Background: an optimization exercise with open tools, aiming at small area, a short achievable clock period and few clock cycles per item. Do not read the settings as production practice. Function was checked by simulation only, so behaviour that the tests miss may differ from the original. No activity file was given, so power comes from the tool's default toggle rates.

==> flow/design.v <==
module controller
(
    input [7:0] u,
    output reg [15:0] v
);
always @(*) begin
    case (u)
        8'd0: v = 16'h0000;
        8'd1: v = 16'h0238;
        8'd2: v = 16'h0477;
        8'd3: v = 16'h06b7;
        8'd4: v = 16'h08ef;
        8'd5: v = 16'h0b26;
        8'd6: v = 16'h0d65;
        8'd7: v = 16'h0f9c;
        8'd8: v = 16'h11db;
        8'd9: v = 16'h1419;
        8'd10: v = 16'h164f;
        8'd11: v = 16'h1885;
        8'd12: v = 16'h1ac2;
        8'd13: v = 16'h1cf6;
        8'd14: v = 16'h1f32;
        8'd15: v = 16'h2166;
        8'd16: v = 16'h239f;
        8'd17: v = 16'h25d9;
        8'd18: v = 16'h280b;
        8'd19: v = 16'h2a43;
        8'd20: v = 16'h2c73;
        8'd21: v = 16'h2eaa;
        8'd22: v = 16'h30d8;
        8'd23: v = 16'h330d;
        8'd24: v = 16'h3538;
        8'd25: v = 16'h376a;
        8'd26: v = 16'h3994;
        8'd27: v = 16'h3bc5;
        8'd28: v = 16'h3ded;
        8'd29: v = 16'h401b;
        8'd30: v = 16'h4240;
        8'd31: v = 16'h446b;
        8'd32: v = 16'h468d;
        8'd33: v = 16'h48b6;
        8'd34: v = 16'h4ad6;
        8'd35: v = 16'h4cfc;
        8'd36: v = 16'h4f19;
        8'd37: v = 16'h513b;
        8'd38: v = 16'h5355;
        8'd39: v = 16'h5574;
        8'd40: v = 16'h578b;
        8'd41: v = 16'h59a7;
        8'd42: v = 16'h5bba;
        8'd43: v = 16'h5dd3;
        8'd44: v = 16'h5fe2;
        8'd45: v = 16'h61f7;
        8'd46: v = 16'h6402;
        8'd47: v = 16'h6614;
        8'd48: v = 16'h681b;
        8'd49: v = 16'h6a29;
        8'd50: v = 16'h6c2c;
        8'd51: v = 16'h6e34;
        8'd52: v = 16'h703b;
        8'd53: v = 16'h7239;
        8'd54: v = 16'h743b;
        8'd55: v = 16'h7634;
        8'd56: v = 16'h7831;
        8'd57: v = 16'h7a26;
        8'd58: v = 16'h7c1e;
        8'd59: v = 16'h7e0d;
        8'd60: v = 16'h8001;
        8'd61: v = 16'h81ec;
        8'd62: v = 16'h83db;
        8'd63: v = 16'h85c0;
        8'd64: v = 16'h87aa;
        8'd65: v = 16'h898a;
        8'd66: v = 16'h8b6f;
        8'd67: v = 16'h8d4a;
        8'd68: v = 16'h8f28;
        8'd69: v = 16'h90fe;
        8'd70: v = 16'h92d7;
        8'd71: v = 16'h94a7;
        8'd72: v = 16'h967a;
        8'd73: v = 16'h9843;
        8'd74: v = 16'h9a11;
        8'd75: v = 16'h9bd5;
        8'd76: v = 16'h9d9c;
        8'd77: v = 16'h9f5a;
        8'd78: v = 16'ha11c;
        8'd79: v = 16'ha2d3;
        8'd80: v = 16'ha48d;
        8'd81: v = 16'ha63f;
        8'd82: v = 16'ha7f3;
        8'd83: v = 16'ha99e;
        8'd84: v = 16'hab4c;
        8'd85: v = 16'hacf0;
        8'd86: v = 16'hae97;
        8'd87: v = 16'hb034;
        8'd88: v = 16'hb1d4;
        8'd89: v = 16'hb36b;
        8'd90: v = 16'hb503;
        8'd91: v = 16'hb698;
        8'd92: v = 16'hb824;
        8'd93: v = 16'hb9b3;
        8'd94: v = 16'hbb37;
        8'd95: v = 16'hbcbe;
        8'd96: v = 16'hbe3c;
        8'd97: v = 16'hbfbb;
        8'd98: v = 16'hc132;
        8'd99: v = 16'hc2aa;
        8'd100: v = 16'hc419;
        8'd101: v = 16'hc588;
        8'd102: v = 16'hc6f0;
        8'd103: v = 16'hc858;
        8'd104: v = 16'hc9b8;
        8'd105: v = 16'hcb18;
        8'd106: v = 16'hcc70;
        8'd107: v = 16'hcdc9;
        8'd108: v = 16'hcf18;
        8'd109: v = 16'hd069;
        8'd110: v = 16'hd1b0;
        8'd111: v = 16'hd2f9;
        8'd112: v = 16'hd438;
        8'd113: v = 16'hd578;
        8'd114: v = 16'hd6b0;
        8'd115: v = 16'hd7e7;
        8'd116: v = 16'hd916;
        8'd117: v = 16'hda45;
        8'd118: v = 16'hdb6c;
        8'd119: v = 16'hdc92;
        8'd120: v = 16'hddb1;
        8'd121: v = 16'hdece;
        8'd122: v = 16'hdfe4;
        8'd123: v = 16'he0f8;
        8'd124: v = 16'he205;
        8'd125: v = 16'he311;
        8'd126: v = 16'he415;
        8'd127: v = 16'he519;
        8'd128: v = 16'he614;
        8'd129: v = 16'he70e;
        8'd130: v = 16'he803;
        8'd131: v = 16'he8f1;
        8'd132: v = 16'he9de;
        8'd133: v = 16'heac2;
        8'd134: v = 16'heba6;
        8'd135: v = 16'hec81;
        8'd136: v = 16'hed5b;
        8'd137: v = 16'hee2d;
        8'd138: v = 16'heefe;
        8'd139: v = 16'hefc7;
        8'd140: v = 16'hf08f;
        8'd141: v = 16'hf14f;
        8'd142: v = 16'hf20d;
        8'd143: v = 16'hf2c3;
        8'd144: v = 16'hf377;
        8'd145: v = 16'hf424;
        8'd146: v = 16'hf4cf;
        8'd147: v = 16'hf573;
        8'd148: v = 16'hf614;
        8'd149: v = 16'hf6ae;
        8'd150: v = 16'hf745;
        8'd151: v = 16'hf7d6;
        8'd152: v = 16'hf864;
        8'd153: v = 16'hf8eb;
        8'd154: v = 16'hf96f;
        8'd155: v = 16'hf9ec;
        8'd156: v = 16'hfa66;
        8'd157: v = 16'hfada;
        8'd158: v = 16'hfb4a;
        8'd159: v = 16'hfbb4;
        8'd160: v = 16'hfc1a;
        8'd161: v = 16'hfc7b;
        8'd162: v = 16'hfcd7;
        8'd163: v = 16'hfd2e;
        8'd164: v = 16'hfd80;
        8'd165: v = 16'hfdce;
        8'd166: v = 16'hfe15;
        8'd167: v = 16'hfe59;
        8'd168: v = 16'hfe97;
        8'd169: v = 16'hfed1;
        8'd170: v = 16'hff05;
        8'd171: v = 16'hff34;
        8'd172: v = 16'hff5e;
        8'd173: v = 16'hff84;
        8'd174: v = 16'hffa4;
        8'd175: v = 16'hffc0;
        8'd176: v = 16'hffd6;
        8'd177: v = 16'hffe7;
        8'd178: v = 16'hfff4;
        8'd179: v = 16'hfffc;
        8'd180: v = 16'hfffe;
        default: v = 16'h0000;
    endcase
end
endmodule
module cordic_engine
#(
    parameter IO_BW=32
)
(
    clk,
    rst_n,
    phase,
    mode,
    pop,
    valid_in,
    valid_out,
    result
);
input   clk;
input   rst_n;
input   valid_in;
input   [IO_BW-1:0] phase;
input   [2:0] mode;
output  [IO_BW-1:0] result;
output reg valid_out;
output reg pop;
reg       v1;
reg [9:0] p1;
reg [2:0] m1;
always @(posedge clk) begin
    if (!rst_n) begin
        v1  <= 1'b0;
        pop <= 1'b1;
    end else begin
        v1  <= valid_in;
        pop <= 1'b0;
    end
    p1 <= phase[9:0];
    m1 <= mode;
end
wire dbl = (m1 == 3'd2) | (m1 == 3'd3) | (m1 == 3'd4);    
wire isx = (m1 == 3'd1) | (m1 == 3'd2) | (m1 == 3'd3);    
wire m23 = (m1 == 3'd2) | (m1 == 3'd3);
wire zer = (m1 > 3'd4);
wire [9:0] a = (p1 >= 10'd360) ? p1 - 10'd360 : p1;
wire [9:0] q = dbl ? {a[8:0], 1'b0} : p1;                 
wire [1:0] k = (q >= 10'd540) ? 2'd3 : (q >= 10'd360) ? 2'd2 :
               (q >= 10'd180) ? 2'd1 : 2'd0;
wire [9:0] f = q - (k == 2'd3 ? 10'd540 : k == 2'd2 ? 10'd360 :
                    k == 2'd1 ? 10'd180 : 10'd0);
wire [7:0] u = zer ? 8'd0 : (k[0] ^ isx) ? 8'd180 - f[7:0] : f[7:0];
wire n1  = q > 10'd360;
wire nx  = (q > 10'd180) & (q <= 10'd540);
wire inv = zer ? 1'b0 :
           (m1 == 3'd0 || m1 == 3'd4) ? n1 :
           (m1 == 3'd2) ? ~nx : nx;
wire sp = isx & (q == 10'd90 || q == 10'd270 || q == 10'd450 || q == 10'd630);
reg       v2;
reg [7:0] u2;
reg       inv2, sh2, m23_2, sp2;
always @(posedge clk) begin
    if (!rst_n) v2 <= 1'b0;
    else        v2 <= v1;
    u2    <= u;
    inv2  <= inv;
    sh2   <= dbl & ~zer;
    m23_2 <= m23;
    sp2   <= sp;
end
wire [15:0] t;
controller controller (.u(u2), .v(t));
wire [15:0] v = {t[15:3], sp2 ? 3'b100 : t[2:0]};
reg  [14:0] r_lo;
reg         r15, rs;
always @(posedge clk) begin
    if (!rst_n) valid_out <= 1'b0;
    else        valid_out <= v2;
    r_lo <= (sh2 ? v[15:1] : v[14:0]) ^ {15{inv2}};
    r15  <= sh2 ? (m23_2 ^ inv2) : (v[15] ^ inv2);
    rs   <= ~m23_2 & inv2;
end
assign result = {{16{rs}}, r15, r_lo};
endmodule
==> flow/run.sh <==
#!/bin/bash
# synth_recipe.tcl (not shown) runs the flow's synth.tcl, then flattens the netlist and writes it again
# the make line also repeats each setting of config.mk as NAME=value (left out here)
make -C /OpenROAD-flow-scripts/flow DESIGN_CONFIG=/design/flow/config.mk WORK_HOME=/design/flow/orfs CLKGATE_MAP_FILE= SYNTH_SCRIPT=/design/flow/synth_recipe.tcl finish
==> flow/config.mk <==
export PLATFORM = sky130hd
export DESIGN_NAME = cordic_engine
export DESIGN_NICKNAME = cordic_engine
export VERILOG_FILES = /design/flow/design.v
export SDC_FILE = /design/flow/constraint.sdc
export NUM_CORES = 4
export LEC_CHECK = 0
export CAP_MARGIN = 20
export CORE_MARGIN = 2
export CORE_UTILIZATION = 40
export PLACE_DENSITY = 0.6
export SLEW_MARGIN = 20
==> flow/constraint.sdc <==
create_clock -name core_clock -period 6.0 [get_ports {clk}]
set_input_delay 1.2000 -clock core_clock [delete_from_list [all_inputs] [get_ports {clk}]]
set_output_delay 1.2000 -clock core_clock [all_outputs]
set_load 0.01 [all_outputs]
==> impl_metrics.csv <==
group,metric,value,unit
outcome,status,"finished clean",
clocking,clk-insertion-delay-late,0.29,ns
setup_path,start_kind,"flop",
sta,whs,0.439,ns
synth,syn_area,0.00663,mm^2
setup_path,reg2regPathDepth,22,
setup_path,end_kind,"flop",
clocking,cts_htree_levels,2,
synth,yosysUniqueCellTypes,95,
detailed_routing,route.vias.total,7787,
sta,worst_pin_slew,0.957,ns
die,rows,47,
clocking,numCtsBuffers,5,
power_and_ir_drop,seqPwrFrac,13.6,%
power_and_ir_drop,p_switching,2.16,mW
die,die_area,0.0176,mm^2
clocking,cts-root-buf,"clkbuf_16",
setup_path,r2r_end,"controller.v[6]$_DFF_P_",
sta,setup-tns-final,0,ns
detailed_routing,vias_per_cell,6.64,
clocking,tritoncts,"yes",
power_and_ir_drop,power_density,533,mW/mm^2
die,core-area,0.0164,mm^2
detailed_routing,drtIter0Drc,1091,
synth,avgSynthCellArea,7.25,um^2
sta,fmax,173,MHz
sta,hold_viol,0,
synth,synth_edf_count,0,
job,max_cap_violations,0,
setup_path,cp_cell_sequence,"inv_1 -> ha_1 -> nand3b_1 -> a311o_1 -> a22o_1 -> or2_1 -> o41a_1 -> a21o_1 -> buf_4 -> ha_1 -> ha_1 -> xnor2_1 -> nor2_1 -> a211oi_1 -> o22ai_2 -> buf_4 -> nand2_2 -> a21oi_1 -> a221oi_1 -> o21a_1 -> o32ai_1 -> buf_4",
setup_path,crit_type,"flop to flop",
synth,synth_seq_cells,54,
power_and_ir_drop,ir_drop,0.000240,V
placed_design,dp_hpwl,19.4,mm
synth,netlist_instances,915,
sta,slew_headroom,36.0,%
hold_path,min_path_cells,1,
hold_path,hold_class,"flop to flop",
placed_design,port_buffers,49,
synth,syn-num-nets,980,
detailed_routing,drc,0,
global_routing,grt_use_total,29.4,%
setup_path,rrSetupSlack,0.22,ns
setup_path,cp_data_required_time,6.19,ns
power_and_ir_drop,switching_share,52.9,%
setup_path,cp_num_buf_inv,4,
setup_path,r2r-start,"p1[3]$_DFF_P_",
setup_path,critPathMaxFanout,10,
synth,yosys_warnings,2,
power_and_ir_drop,comb_power_share,79.6,%
setup_path,arrival,5.97,ns
detailed_routing,first_pass_iters,5,
clocking,cts_hold_buf,0,
die,io_pins,72,
hold_path,hold_end,"valid_out$_SDFF_PN0_",
sta,finalMaxSlewViolations,0,
power_and_ir_drop,internal-power,1.92,mW
finish,final_cell_mix,"nand2_1 (90), buf_4 (76), nor2_1 (74), a21oi_1 (68), o21ai_0 (63)",
hold_path,holdCritStartpoint,"v2$_SDFF_PN0_",
setup_path,critPathTopFamily,"compound AO/OA/AOI/OAI gates",
synth,async_flop_share,0,%
die,start_util,40.4,%
clocking,cts_resized,0,
setup_path,cpPeakStageDelay,0.46,ns
global_routing,grt_max_degree,45,
clocking,post_cts_buffers,0,
finish,nNetsFinal,1016,
clocking,clockBufferDepth,2,
finish,final_util,46.7,%
sta,skew,0.00757,ns
placed_design,place.gp.congestion,1.03,
global_routing,antenna_found_initial,1,
detailed_routing,ant_nets,0,
global_routing,overflow,0,
die,dieWidth,133,um
die,die_h,133,um
finish,final_common_cell,"nand2_1",
power_and_ir_drop,p_leak,2.94,nW
setup_path,critPathSlowestCell,"o41a_1",
sta,finalSetupViolations,0,
power_and_ir_drop,p_clk_share,6.8,%
synth,synth_ff_type,"dfxtp_1",
sta,period_minus_slack,5.78,ns
detailed_routing,wl_per_cell,22.7,um
clocking,cts.sinks,54,
global_routing,grt_pass1_vias,7054,
placed_design,preCtsSetupSlack,0.293,ns
finish,drive_above_1_share,13.6,%
synth,ys_seq_area_share,16.3,%
detailed_routing,wl,26.6,mm
sta,grt_setup_unrepaired,"false",
finish,area_growth,15.5,%
clocking,cts.clk_slew.worst_paths,0.07,ns
sta,post-route-period-util,96.3,%
sta,setup_slack,0.222,ns
global_routing,grt_pass1_wl,41.2,mm
==> worst max-delay path by stage <==
stage                        from                  endpoint  cells after the start
floorplan           p1[3]$_DFF_P_              t[1]$_DFF_P_                     25
global placement    p1[3]$_DFF_P_   controller.v[9]$_DFF_P_                     21
detailed placement  p1[3]$_DFF_P_   controller.v[9]$_DFF_P_                     21
CTS                 p1[3]$_DFF_P_   controller.v[9]$_DFF_P_                     21
global route        p1[3]$_DFF_P_  controller.v[11]$_DFF_P_                     21
finish              p1[3]$_DFF_P_   controller.v[6]$_DFF_P_                     22
==> registers in the layout (all words and copies together), names as in the netlist <==
signal,flops
r_lo,15
p1,10
m23_2,1
sh2,1
inv2,1
r15,1
sp2,1
v1,1
valid_out,1
pop,1
m1,3
rs,1
v2,1
t,3
controller.v,13
==> layer usage <==
metal,vias up,GRT usage [%],routed length (um)
met4,0,12.8,1120
li1,3497,-,-
met1,3580,41.5,11000
met2,604,43.6,11200
met5,-,0,0
met3,106,5.06,3340
==> metrics by stage <==
| stage | area [um^2] | power [mW] | instances |
|---|---|---|---|
| 4_1_cts | 7650 | 3.96 | 1172 |
| 2_1_floorplan | 6630 | 2.56 | 915 |
| 3_5_place_dp | 7500 | 3.66 | 1164 |
| 6_report | 7660 | 4.08 | 1173 |
| 3_3_place_gp | 7500 | 3.69 | 1164 |
| 5_1_grt | 7660 | 4.28 | 1172 |
==> power by group through the flow <==
stage / registers [mW] / logic [mW] / clock network (mW)
floorplan: 0.569 / 1.99 / 0
detailed placement: 0.564 / 3.10 / 0
global route: 0.568 / 3.42 / 0.300
global placement: 0.560 / 3.13 / 0
CTS: 0.556 / 3.12 / 0.287
finish: 0.553 / 3.25 / 0.277
==> kinds of logic after synthesis <==
family	Yosys count	share of synthesized area, %
buf+inv	122	10.2
mux	35	5.30
flops	54	16.3
fa+ha+maj	28	5.36
simple gates	307	22.2
xor+xnor	29	4.11
compound gates	340	36.6
==> cell usage after synthesis, types with 8 or more instances <==
| cell type | number | area share (%) |
|---|---|---|
| a21oi_1 | 68 | 5.1 |
| nor2_1 | 74 | 4.2 |
| o22ai_1 | 12 | 1.1 |
| buf_6 | 10 | 1.7 |
| o21a_1 | 10 | 1.1 |
| inv_1 | 14 | 0.79 |
| nor3_1 | 35 | 2.6 |
| o21ai_0 | 63 | 4.8 |
| clkbuf_1 | 31 | 1.8 |
| o21ai_1 | 8 | 0.60 |
| a211oi_1 | 22 | 2.5 |
| xnor2_1 | 24 | 3.2 |
| o221ai_1 | 11 | 1.5 |
| buf_4 | 22 | 2.5 |
| and2_1 | 8 | 0.75 |
| and3_1 | 8 | 0.75 |
| dfxtp_1 | 54 | 16 |
| buf_2 | 36 | 2.7 |
| mux2i_1 | 34 | 5.1 |
| nand2_1 | 90 | 5.1 |
| nand3_1 | 29 | 2.2 |
| a31oi_1 | 14 | 1.3 |
| ha_1 | 26 | 4.9 |
| o211ai_1 | 15 | 1.7 |
| o311ai_0 | 8 | 1.1 |
==> area by class of cell <==
type                    instances  area, um^2
diodes                          1        2.50
clock buffers                   6         129
clock inverters                 2        13.8
flip-flops and latches         54        1080
fillers                      1655        8750
inverters                      20        90.1
multi-input cells             739        4890
repair buffers                131        1180
well taps                     220         275
Testbench counts, summed over its fixed seeds: cycles 16,024, items 16,000.

==> port drivers added, routing unchanged <==
Ports are ideal in the flow. The routed layout listed here was re-timed in OpenROAD. Step 1 assumes that a clkbuf_16 drives the clock port and a buf_2 every other input. Step 2 moves the port delays by t, midway between the first and last clock arrival at a register: inputs arrive t later, outputs are due t later. That takes back most of the time a late clock gives input paths. Three values: no drivers, after step 1, after step 2; two values: the first two.
t (ns): 0.324
setup WS [ns]: 0.222 / 0.222 / 0.222
latest minus earliest clock arrival (ns): 0.010 / 0.009
After both steps setup and hold are still met in this run. For this run, drivers alone change the setup slack by 0.000 ns; drivers and shift together by 0.000 ns.
